Background: an optimization exercise with open tools, aiming at small area. Do not read the settings as production practice.
RTL that was checked went through simulation tests only; none was proved equivalent to the original.
The flow treats the clock pin as an ideal source. Dropping or thinning the clock tree relies on that and would not hold on a real chip.
Power is estimated from default activity; no workload was simulated.

==> flow/design.v (excerpt) <==
module clock (
  input clk,
  input reset,
  input switch,
  output [6:0] led_a,
  output [6:0] led_b,
  output [6:0] led_c,
  output [6:0] led_d,
  output [6:0] led_e,
  output [6:0] led_f
);
Size: about 180 cells after synthesis.
Settings: LEC_CHECK=0, ABC_AREA=1, CAP_MARGIN=20, CORE_MARGIN=2, CORE_UTILIZATION=40, SLEW_MARGIN=20; clock period 20.0 ns.
standard.sh (not shown) runs the stock make flow with config.mk's settings and CLKGATE_MAP_FILE= SYNTH_SCRIPT=/design/flow/synth_recipe.tcl, a recipe that flattens the netlist after the stock synthesis.
==> flow/flow/run.sh <==
#!/bin/bash
# Standard ORFS flow, with two changes: the combinational logic of the standard
# synthesis netlist is re-optimised with a stronger ABC script (registers are kept
# as the standard synthesis made them), and ports are buffered with buf_1.
set -euo pipefail
W=$(pwd)
R=$W/orfs/results/$FLOW_PLATFORM/clock/base
LIB=$FLOW_HOME/platforms/$FLOW_PLATFORM/lib/sky130_fd_sc_hd__tt_025C_1v80.lib

bash standard.sh synth > $W/std_synth.log 2>&1
cp $R/1_2_yosys.v $W/std_netlist.v

cat > $W/reopt.ys <<EOF
read_liberty -ignore_miss_func $LIB
read_verilog $W/std_netlist.v
hierarchy -top $FLOW_TOP
setattr -mod -set keep_hierarchy 1 sky130_fd_sc_hd__df*
flatten
opt_clean -purge
abc -script $W/flow/deep.abc -liberty $LIB -dont_use *probe* -dont_use *lpflow* -dont_use *clkbuf* -dont_use *clkinv*
opt_clean -purge
hilomap -singleton -hicell sky130_fd_sc_hd__conb_1 HI -locell sky130_fd_sc_hd__conb_1 LO
select $FLOW_TOP
write_verilog -noattr -noexpr -selected $W/reopt_netlist.v
EOF
yosys -l $W/reopt.log -q $W/reopt.ys > /dev/null 2>&1

rm -f $R/1_synth.odb $R/1_synth.sdc
cp $W/reopt_netlist.v $R/1_2_yosys.v
bash standard.sh BUFFER_PORTS_ARGS="-buffer_cell sky130_fd_sc_hd__buf_1" CTS_ARGS="-sink_clustering_enable -repair_clock_nets -buf_list sky130_fd_sc_hd__clkbuf_8 -root_buf sky130_fd_sc_hd__clkbuf_8 -sink_clustering_size 30 -dont_use_dummy_load" finish > $W/std_flow.log 2>&1
==> flow/flow/deep.abc <==
strash
dc2
&get -n
&deepsyn -T 20
&put
dch -f
amap
topo
Rerun with:
--- a/flow/flow/run.sh
+++ b/flow/flow/run.sh
@@ -29,2 +29,2 @@
 cp $W/reopt_netlist.v $R/1_2_yosys.v
-bash standard.sh BUFFER_PORTS_ARGS="-buffer_cell sky130_fd_sc_hd__buf_1" CTS_ARGS="-sink_clustering_enable -repair_clock_nets -buf_list sky130_fd_sc_hd__clkbuf_8 -root_buf sky130_fd_sc_hd__clkbuf_8 -sink_clustering_size 30 -dont_use_dummy_load" finish > $W/std_flow.log 2>&1
+bash standard.sh BUFFER_PORTS_ARGS="-buffer_cell sky130_fd_sc_hd__buf_1" finish > $W/std_flow.log 2>&1
CTS_BUF_LIST = sky130_fd_sc_hd__clkbuf_8   (was unset)
CTS_CLUSTER_SIZE = 30   (was unset)
=> The new run completed with no timing, DRC or antenna violations. Final area is higher by 0.52%. Register-to-register slack barely changes. Routed wire length falls by 0.37%. Global-route usage does not change. Synthesized area is unchanged. Maximum frequency is about the same. Total power rose by 2.8%. Sequential power stays flat. Clock-buffer cell count stays the same. Synthesized cell count stays the same.
Rerun with:
==> flow/run.sh (new file) <==
#!/bin/bash
# synth_recipe.tcl (not shown) runs the flow's synth.tcl, then flattens the netlist and writes it again
# the make line also repeats each setting of config.mk as NAME=value (left out here)
make -C /OpenROAD-flow-scripts/flow DESIGN_CONFIG=/design/flow/config.mk WORK_HOME=/design/flow/orfs CLKGATE_MAP_FILE= SYNTH_SCRIPT=/design/flow/synth_recipe.tcl finish
CTS_BUF_LIST = unset   (was sky130_fd_sc_hd__clkbuf_8)
CTS_CLUSTER_SIZE = unset   (was 30)
removed: flow/flow/run.sh
removed: flow/flow/deep.abc
removed: flow/standard.sh
=>
- The new run finished clean
- combinational power drops by 14%
- critical path depth drops by 6
- wire length climbs by 30%
No functional check of the RTL was part of any run of this note.


Another version of the RTL of clock (not shown whole).
Size: about 45 I/O pins, about 1100 um2 of cells after synthesis.
Settings: LEC_CHECK=0, ABC_AREA=1, CAP_MARGIN=20, CELL_PAD_IN_SITES_DETAIL_PLACEMENT=1, CORE_AREA=2 2 66 66, DIE_AREA=0 0 68 68, PLACE_DENSITY=0.4, SLEW_MARGIN=20; clock period 20.0 ns.
==> flow/flow/run.sh <==
#!/bin/bash
# Standard ORFS flow with three changes:
#  1. the combinational logic of the standard synthesis netlist is collapsed and
#     re-optimised with ABC's &deepsyn (8 seeds, the smallest result is kept); the registers stay
#     exactly as the standard synthesis made them;
#  2. ports are buffered with buf_1;
#  3. after CTS the clock tree is collapsed into one buf_12 (flow/onebuf.tcl).
set -euo pipefail
W=$(pwd)
R=$W/orfs/results/$FLOW_PLATFORM/clock/base
LIB=$FLOW_HOME/platforms/$FLOW_PLATFORM/lib/sky130_fd_sc_hd__tt_025C_1v80.lib

bash standard.sh synth > $W/std_synth.log 2>&1
cp $R/1_2_yosys.v $W/std_netlist.v

reopt() {
  local s=$1
  printf 'strash\ncollapse\nsop\nstrash\ndc2\n&get -n\n&deepsyn -T %s -S %s\n&put\ndch -f\namap\ntopo\n' "$DEEP_T" "$s" > $W/deep_$s.abc
  cat > $W/reopt_$s.ys <<EOF
read_liberty -ignore_miss_func $LIB
read_verilog $W/std_netlist.v
hierarchy -top $FLOW_TOP
setattr -mod -set keep_hierarchy 1 sky130_fd_sc_hd__df*
flatten
opt_clean -purge
abc -script $W/deep_$s.abc -liberty $LIB -dont_use *probe* -dont_use *lpflow* -dont_use *clkbuf* -dont_use *clkinv* -dont_use *_0
opt_clean -purge
hilomap -singleton -hicell sky130_fd_sc_hd__conb_1 HI -locell sky130_fd_sc_hd__conb_1 LO
select $FLOW_TOP
write_verilog -noattr -noexpr -selected $W/reopt_$s.v
EOF
  yosys -l $W/reopt_$s.log -q $W/reopt_$s.ys > /dev/null 2>&1 || true
  yosys -l $W/reopt_stat_$s.log -q -p "read_liberty -lib $LIB; read_verilog $W/reopt_$s.v; hierarchy -top $FLOW_TOP; tee -o $W/reopt_$s.stat stat -liberty $LIB" > /dev/null 2>&1 || true
}
DEEP_T=${DEEP_T:-30}
for s in 1 2 3 4; do reopt $s & done
wait
for s in 13 29 47 71; do reopt $s & done
wait
best=""; bestA=1e18
for s in 1 2 3 4 13 29 47 71; do
  [[ -s $W/reopt_$s.v && -s $W/reopt_$s.stat ]] || continue
  a=$(grep "Chip area for module" $W/reopt_$s.stat | tail -1 | awk '{print $NF}')
  [[ -n "$a" ]] || continue
  if python3 -c "import sys; sys.exit(0 if $a < $bestA else 1)"; then best=$s; bestA=$a; fi
done
echo "reopt areas:"; grep -H "Chip area for module" $W/reopt_*.stat || true
echo "best seed $best area $bestA"
if [[ -n "$best" ]]; then
  rm -f $R/1_synth.odb $R/1_synth.sdc
  cp $W/reopt_$best.v $R/1_2_yosys.v
fi

bash standard.sh BUFFER_PORTS_ARGS="-buffer_cell sky130_fd_sc_hd__buf_1" \
  CTS_ARGS="-sink_clustering_enable -repair_clock_nets -dont_use_dummy_load" \
  POST_CTS_TCL=$W/flow/onebuf.tcl ONEBUF_CELL=sky130_fd_sc_hd__buf_12 \
  finish > $W/std_flow.log 2>&1
Other scripts of this flow, unchanged in this note and not shown: flow/flow/onebuf.tcl
The baseline completed with no timing, DRC or antenna violations.
Next try:
--- a/flow/flow/run.sh
+++ b/flow/flow/run.sh
@@ -3,4 +3,4 @@
 #  1. the combinational logic of the standard synthesis netlist is collapsed and
-#     re-optimised with ABC's &deepsyn (8 seeds, the smallest result is kept); the registers stay
-#     exactly as the standard synthesis made them;
+#     re-optimised with ABC's &deepsyn (16 seeds, the smallest result is kept); the registers
+#     stay exactly as the standard synthesis made them (names and cells);
 #  2. ports are buffered with buf_1;
@@ -34,9 +34,12 @@
 }
-DEEP_T=${DEEP_T:-30}
-for s in 1 2 3 4; do reopt $s & done
-wait
-for s in 13 29 47 71; do reopt $s & done
-wait
+DEEP_T=${DEEP_T:-20}
+SEEDS="0 1 2 3 4 5 6 7 8 9 10 11 12 13 14 15"
+set -- $SEEDS
+while (( $# )); do
+  for s in "${@:1:4}"; do reopt $s & done
+  wait
+  shift $(( $# < 4 ? $# : 4 ))
+done
 best=""; bestA=1e18
-for s in 1 2 3 4 13 29 47 71; do
+for s in $SEEDS; do
   [[ -s $W/reopt_$s.v && -s $W/reopt_$s.stat ]] || continue
After rerunning: The new run produced a clean layout. Worst setup slack got worse by 15 ps. Area after synthesis is about the same. Routed wire length climbs by 2.9%. Via count goes down by 0.66%. Clock skew stays flat. Flip-flop and latch count does not change. Core utilization barely changes.

==> static timing again, ports no longer ideal <==
In the flow no input, the clock included, has a driving cell. The finished layouts below were timed again as built, in two steps.
Step 1 (the two cells are an assumption about what drives the block):
set clk [get_ports {clk}]
set_driving_cell -lib_cell sky130_fd_sc_hd__clkbuf_16 $clk
set_driving_cell -lib_cell sky130_fd_sc_hd__buf_2 [delete_from_list [all_inputs] $clk]
Step 2 moves the port delays by t, midway between the first and last clock arrival at a register: inputs arrive t later, outputs are due t later. That takes back most of the time a late clock gives input paths.
Slacks: no drivers / after step 1 / after step 2; pairs: no drivers / after step 1.
run	t, ns	slack for setup (ns)	worst setup path at the end	clock arrival spread, ns
the first run of note 1	0.278	9.977 / 9.952 / 9.952	input to output	0.012 / 0.012
the second run of note 1	0.283	9.982 / 9.958 / 9.958	input to output	0.001 / 0.001
the third run of note 1	0.286	10.167 / 10.146 / 10.146	input to output	0.009 / 0.009
the first run of note 2	0.159	10.234 / 10.211 / 10.211	input to output	0.003 / 0.002
the second run of note 2	0.158	10.219 / 10.195 / 10.195	input to output	0.003 / 0.003
After both steps every run listed still meets setup and hold. The setup slack of the first run of note 1, which loses most, moves by -0.025 ns with the drivers and by -0.025 ns with both steps.
